From an optimization exercise on the open Yosys and OpenROAD flow, aimed at small area; shortcuts taken in it are not production practice. RTL that was checked went through simulation tests only; none was proved equivalent to the original. Power figures rest on the tool's default switching activity, not on a simulated workload.

== cedar ==
## main_wrapper
module main_wrapper
   (btn_pin,
    rst,
    seg_cs_pin,
    seg_data_0_pin,
    seg_data_1_pin,
    sw_pin,
    sys_clk_in);
Size: about 590 cells after synthesis, roughly 5500 um^2 of cells after synthesis.
clock: 60.0 ns
lec_check: 0
cap_margin: 20
core_margin: 2
core_utilization: 65
place_density: 0.75
slew_margin: 20
standard.sh (not shown) runs the stock make flow with config.mk's settings and CLKGATE_MAP_FILE= SYNTH_SCRIPT=/design/flow/synth_recipe.tcl, a recipe that flattens the netlist after the stock synthesis.
==> flow/flow/run.sh <==
#!/bin/bash
# Own layout flow: the standard flow, except that synthesis maps the logic
# with an area-oriented ABC script (flow/area_synth.tcl), the port buffers are
# the smallest buffer and CTS inserts no dummy clock loads.
set -euo pipefail
WORK=$(pwd)
export AREA_ABC_SCRIPT=$WORK/flow/area.abc
bash standard.sh synth ADDER_MAP_FILE= "SYNTH_SCRIPT=$WORK/flow/area_synth.tcl" > $WORK/1_synth.log 2>&1
bash standard.sh finish ADDER_MAP_FILE= \
  "SYNTH_SCRIPT=$WORK/flow/area_synth.tcl" \
  "BUFFER_PORTS_ARGS=-buffer_cell sky130_fd_sc_hd__buf_1" \
  "CTS_ARGS=-sink_clustering_enable -repair_clock_nets -dont_use_dummy_load -buf_list sky130_fd_sc_hd__clkbuf_8" \
  > $WORK/2_layout.log 2>&1
==> flow/flow/area.abc <==
strash
&get -n
&fraig -x
&put
scorr
dc2
strash
&get -n
&deepsyn -T 60
&put
strash
&get -n
&dch -f
&nf
&put
==> flow/flow/area_synth.tcl <==
# The standard flow's synthesis script (synth_recipe.tcl) with one change: ABC maps the
# logic with flow/area.abc, an area-oriented script, instead of ORFS's speed
# script. Everything before ABC, and so every register and its name, is the
# same as in the standard synthesis.
proc synth {args} { yosys synth -nofsm -noshare {*}$args }
proc abc {args} {
  set i [lsearch -exact $args -script]
  if { $i >= 0 } { lset args [expr {$i + 1}] $::env(AREA_ABC_SCRIPT) }
  yosys abc {*}$args
}
source $::env(SCRIPTS_DIR)/synth.tcl
# left out here: clear keep_hierarchy, flatten, clean up, hide names made inside functions, write 1_2_yosys.v
cedar ended with every stage complete and zero timing, DRC or antenna violations.
For maple, these inputs were changed with respect to cedar:
Settings: CORE_UTILIZATION changed from 65 to 40; PLACE_DENSITY removed (was 0.75).
diff --git a/flow/flow/run.sh b/flow/flow/run.sh
--- a/flow/flow/run.sh
+++ b/flow/flow/run.sh
@@ -10,4 +10,4 @@
   "SYNTH_SCRIPT=$WORK/flow/area_synth.tcl" \
   "BUFFER_PORTS_ARGS=-buffer_cell sky130_fd_sc_hd__buf_1" \
-  "CTS_ARGS=-sink_clustering_enable -repair_clock_nets -dont_use_dummy_load -buf_list sky130_fd_sc_hd__clkbuf_8" \
+  "CTS_ARGS=-sink_clustering_enable -repair_clock_nets -dont_use_dummy_load -buf_list sky130_fd_sc_hd__clkbuf_4 -sink_clustering_size 10 -sink_clustering_max_diameter 50" \
   > $WORK/2_layout.log 2>&1
Results
Compare maple and cedar | routability congestion estimate from global placement lower: cedar. Summary of maple over cedar: number of synthesized flops with an enable pin closely matched the old numbers, die area increased by 60% relative to the old numbers, routed length on met1 increased by 6.6% relative to the old numbers. Against cedar, maple comes in 6.5% higher on wire length of the first global-routing pass. The higher cell count came out of maple. On combinational power: between maple and cedar, it ends up higher for cedar. Looking at die height, maple sits above cedar. Per the comparison of maple with cedar, design area comparable, post-route worst setup slack fell 27 ps.
Relative to maple, the following input files were edited for lagoon:
==> flow/flow/run.sh <==
#!/bin/bash
# Own layout flow: the standard flow, except that synthesis maps the logic
# with an area-oriented ABC script (flow/area_synth.tcl), the port buffers are
# the smallest buffer and CTS inserts no dummy clock loads.
set -euo pipefail
WORK=$(pwd)
export AREA_ABC_SCRIPT=$WORK/flow/area.abc
bash standard.sh synth "SYNTH_SCRIPT=$WORK/flow/area_synth.tcl" > $WORK/1_synth.log 2>&1
bash standard.sh finish \
  "SYNTH_SCRIPT=$WORK/flow/area_synth.tcl" \
  "BUFFER_PORTS_ARGS=-buffer_cell sky130_fd_sc_hd__buf_1" \
  "CTS_ARGS=-sink_clustering_enable -repair_clock_nets -dont_use_dummy_load" \
  > $WORK/2_layout.log 2>&1
### Flow results
lagoon vs maple: area after synthesis up. Compared to maple, lagoon was floorplanned on a bigger die. The timing startpoint of the critical path comes out control_i.game in one run and display_i.p[1] in the other, namely in lagoon and maple respectively. Compared to maple, lagoon has count of inverters not on the clock network in the layout 8 higher.
No functional check of the RTL was part of any run of this note.

---

Another version of the RTL of main_wrapper (not shown whole).
Size in the first run: ~560 cells after synthesis, about 150 flip-flops, roughly 35 I/O pins.
Design main_wrapper, start of the top module:
module main_wrapper
   (btn_pin,
    rst,
    seg_cs_pin,
    seg_data_0_pin,
    seg_data_1_pin,
    sw_pin,
    sys_clk_in);
  input [4:0]btn_pin;
  input rst;
  output [7:0]seg_cs_pin;
  output [7:0]seg_data_0_pin;
  output [7:0]seg_data_1_pin;
  input [3:0]sw_pin;
  input sys_clk_in;
  wire [3:0] aim;
  wire [2:0] btr, btd;
  wire [3:0] dec;
  wire hit_nx, game;
  wire [23:0] b;
  wire [18:0] s;
  Debounce debounce_i (.clk(sys_clk_in), .rst(rst), .sw_pin(sw_pin), .btn_pin(btn_pin[2:0]),
                       .aim(aim), .btr(btr), .btd(btd));
  Random_gen random_i (.clk(sys_clk_in), .rst(rst), .clr_btn(btd[1]), .hold(hit_nx), .dec(dec));
  Control control_i (.clk(sys_clk_in), .rst(rst), .aim(aim), .rf(btr[1]), .mf(btr[2]),
                     .dec(dec), .hit_nx(hit_nx), .game(game), .b(b), .s(s));
  ssdisplay display_i (.clk(sys_clk_in), .rst(rst), .b(b), .s(s), .aim(aim), .test(btr[0]),
                       .game(game), .seg_data_0_pin(seg_data_0_pin),
                       .seg_data_1_pin(seg_data_1_pin), .seg_cs_pin(seg_cs_pin));
endmodule
Settings: LEC_CHECK=0, CAP_MARGIN=20, CORE_MARGIN=2, CORE_UTILIZATION=40, SLEW_MARGIN=20; clock period 60.0 ns.
==> flow/flow/run.sh <==
#!/bin/bash
# Own layout flow: the standard flow (standard.sh), except that
#  - synthesis maps the logic with an area-oriented ABC script
#    (flow/area_synth.tcl, flow/area.abc) and without Yosys's adder
#    extraction; everything before ABC, so every register and its name, is
#    as in the standard synthesis;
#  - the port buffers, and the buffers synthesis puts between two ports
#    driven by one net, are the smallest buffer;
#  - CTS uses small clock buffers and inserts no dummy clock loads.
# Each step's full output goes to a log file in the work folder.
set -euo pipefail
WORK=$(pwd)
export AREA_ABC_SCRIPT=$WORK/flow/area.abc
CTS="-sink_clustering_enable -repair_clock_nets -dont_use_dummy_load -buf_list sky130_fd_sc_hd__clkbuf_8 -sink_clustering_size 10 -sink_clustering_max_diameter 50"
SYN=(ADDER_MAP_FILE= "SYNTH_SCRIPT=$WORK/flow/area_synth.tcl" \
     "MIN_BUF_CELL_AND_PORTS=sky130_fd_sc_hd__buf_1 A X")
bash standard.sh synth "${SYN[@]}" \
  > $WORK/1_synth.log 2>&1
bash standard.sh finish "${SYN[@]}" \
  "BUFFER_PORTS_ARGS=-buffer_cell sky130_fd_sc_hd__buf_1" \
  "CTS_ARGS=$CTS" \
  > $WORK/2_layout.log 2>&1
==> flow/flow/area.abc <==
strash
&get -n
&fraig -x
&put
scorr
dc2
strash
&get -n
&deepsyn -T 30
&put
strash
&get -n
&dch -f
&nf -R 1000
&put
Scripts as last shown in full above: flow/flow/area_synth.tcl
Next try:
==> flow/flow/run.sh (replaced) <==
#!/bin/bash
# Own layout flow: the standard flow (standard.sh), except that
#  - synthesis maps the logic with an area-oriented ABC script
#    (flow/area_synth.tcl, flow/area.abc) and without Yosys's adder
#    extraction; everything before ABC, so every register and its name, is
#    as in the standard synthesis;
#  - the port buffers are the smallest buffer;
#  - CTS uses small clock buffers and inserts no dummy clock loads.
# Each step's full output goes to a log file in the work folder.
set -euo pipefail
WORK=$(pwd)
export AREA_ABC_SCRIPT=$WORK/flow/area.abc
CTS="-sink_clustering_enable -repair_clock_nets -dont_use_dummy_load -buf_list sky130_fd_sc_hd__clkbuf_8 -sink_clustering_size 20 -sink_clustering_max_diameter 100"
bash standard.sh synth ADDER_MAP_FILE= "SYNTH_SCRIPT=$WORK/flow/area_synth.tcl" \
  > $WORK/1_synth.log 2>&1
bash standard.sh finish ADDER_MAP_FILE= "SYNTH_SCRIPT=$WORK/flow/area_synth.tcl" \
  "BUFFER_PORTS_ARGS=-buffer_cell sky130_fd_sc_hd__buf_1" \
  "CTS_ARGS=$CTS" \
  > $WORK/2_layout.log 2>&1
==> flow/flow/area.abc (replaced) <==
strash
&get -n
&fraig -x
&put
scorr
dc2
strash
&get -n
&deepsyn -T 60
&put
strash
&get -n
&dch -f
&nf
&put
CORE_UTILIZATION = 65   (was 40)
PLACE_DENSITY = 0.75   (was default)
What happened: The changed run finished clean; routed wire length rises by 7.3%; final area rises by 2.2%; first-iteration DRC count rises by 49%; clock skew rises by 9.9 ps; setup slack gains 260 ps; utilization rises by 27 points.
Next try:
==> flow/flow/run.sh (replaced) <==
#!/bin/bash
# Own layout flow: the standard flow (standard.sh), except that
#  - synthesis maps the logic with an area-oriented ABC script
#    (flow/area_synth.tcl, flow/area.abc) and without Yosys's adder
#    extraction; everything before ABC, so every register and its name, is
#    as in the standard synthesis;
#  - the port buffers, and the buffers synthesis puts between two ports
#    driven by one net, are the smallest buffer;
#  - CTS uses small clock buffers and inserts no dummy clock loads.
# Each step's full output goes to a log file in the work folder.
set -euo pipefail
WORK=$(pwd)
export AREA_ABC_SCRIPT=$WORK/flow/area.abc
CTS="-sink_clustering_enable -repair_clock_nets -dont_use_dummy_load -buf_list sky130_fd_sc_hd__clkbuf_4 -sink_clustering_size 10 -sink_clustering_max_diameter 50 -sink_buffer_max_cap_derate 0.005"
SYN=(ADDER_MAP_FILE= "SYNTH_SCRIPT=$WORK/flow/area_synth.tcl" \
     "MIN_BUF_CELL_AND_PORTS=sky130_fd_sc_hd__buf_1 A X")
bash standard.sh synth "${SYN[@]}" \
  > $WORK/1_synth.log 2>&1
bash standard.sh finish "${SYN[@]}" \
  "BUFFER_PORTS_ARGS=-buffer_cell sky130_fd_sc_hd__buf_1" \
  "CTS_ARGS=$CTS" \
  > $WORK/2_layout.log 2>&1
==> flow/flow/area.abc (replaced) <==
strash
&get -n
&fraig -x
&put
scorr
dc2
strash
&get -n
&deepsyn -T 30
&put
strash
&get -n
&dch -f
&nf -R 1000
&put
CORE_UTILIZATION = 40   (was 65)
PLACE_DENSITY = default   (was 0.75)
After rerunning:
- The new run completed without violations
- sequential share of layout area climbs by 2.1 points
- setup slack is worse by 380 ps
- wire length goes down by about 7%
- global-route usage decreases by 11 points
- power drops by 9.1%
- non-clock buffer count went up by 2
- clock skew hardly moves
- area after synthesis decreases by 4.2%
- critical path depth increases by 2
- maximum frequency is lower by about 2.4%

port drivers added, routing unchanged:
In the flow no input, the clock included, has a driving cell. The finished layouts below were timed again as built, in two steps. Step 1 sets driving cells, clkbuf_16 on the clock port and buf_2 on the other inputs (assumed; they add their load-dependent delay and slew). Step 2 moves the port delays by t, midway between the first and last clock arrival at a register: inputs arrive t later, outputs are due t later. That takes back most of the time a late clock gives input paths. Three values: no drivers, after step 1, after step 2; two values: the first two.
| run | shift t [ns] | slack for setup (ns) | hold WS [ns] |
|---|---|---|---|
| cedar | 0.446 | 44.401 / 44.367 / 44.812 | 0.333 / 0.333 / 0.333 |
| maple | 0.548 | 44.373 / 44.341 / 44.889 | 0.362 / 0.362 / 0.362 |
| lagoon | 0.454 | 44.337 / 44.296 / 44.750 | 0.356 / 0.356 / 0.356 |
| the first run of note 2 | 0.459 | 44.464 / 44.430 / 44.889 | 0.356 / 0.356 / 0.356 |
| the second run of note 2 | 0.450 | 44.723 / 44.687 / 45.136 | 0.352 / 0.352 / 0.352 |
| the third run of note 2 | 0.545 | 44.344 / 44.313 / 44.858 | 0.352 / 0.352 / 0.352 |
After both steps setup and hold are still met in every run listed.
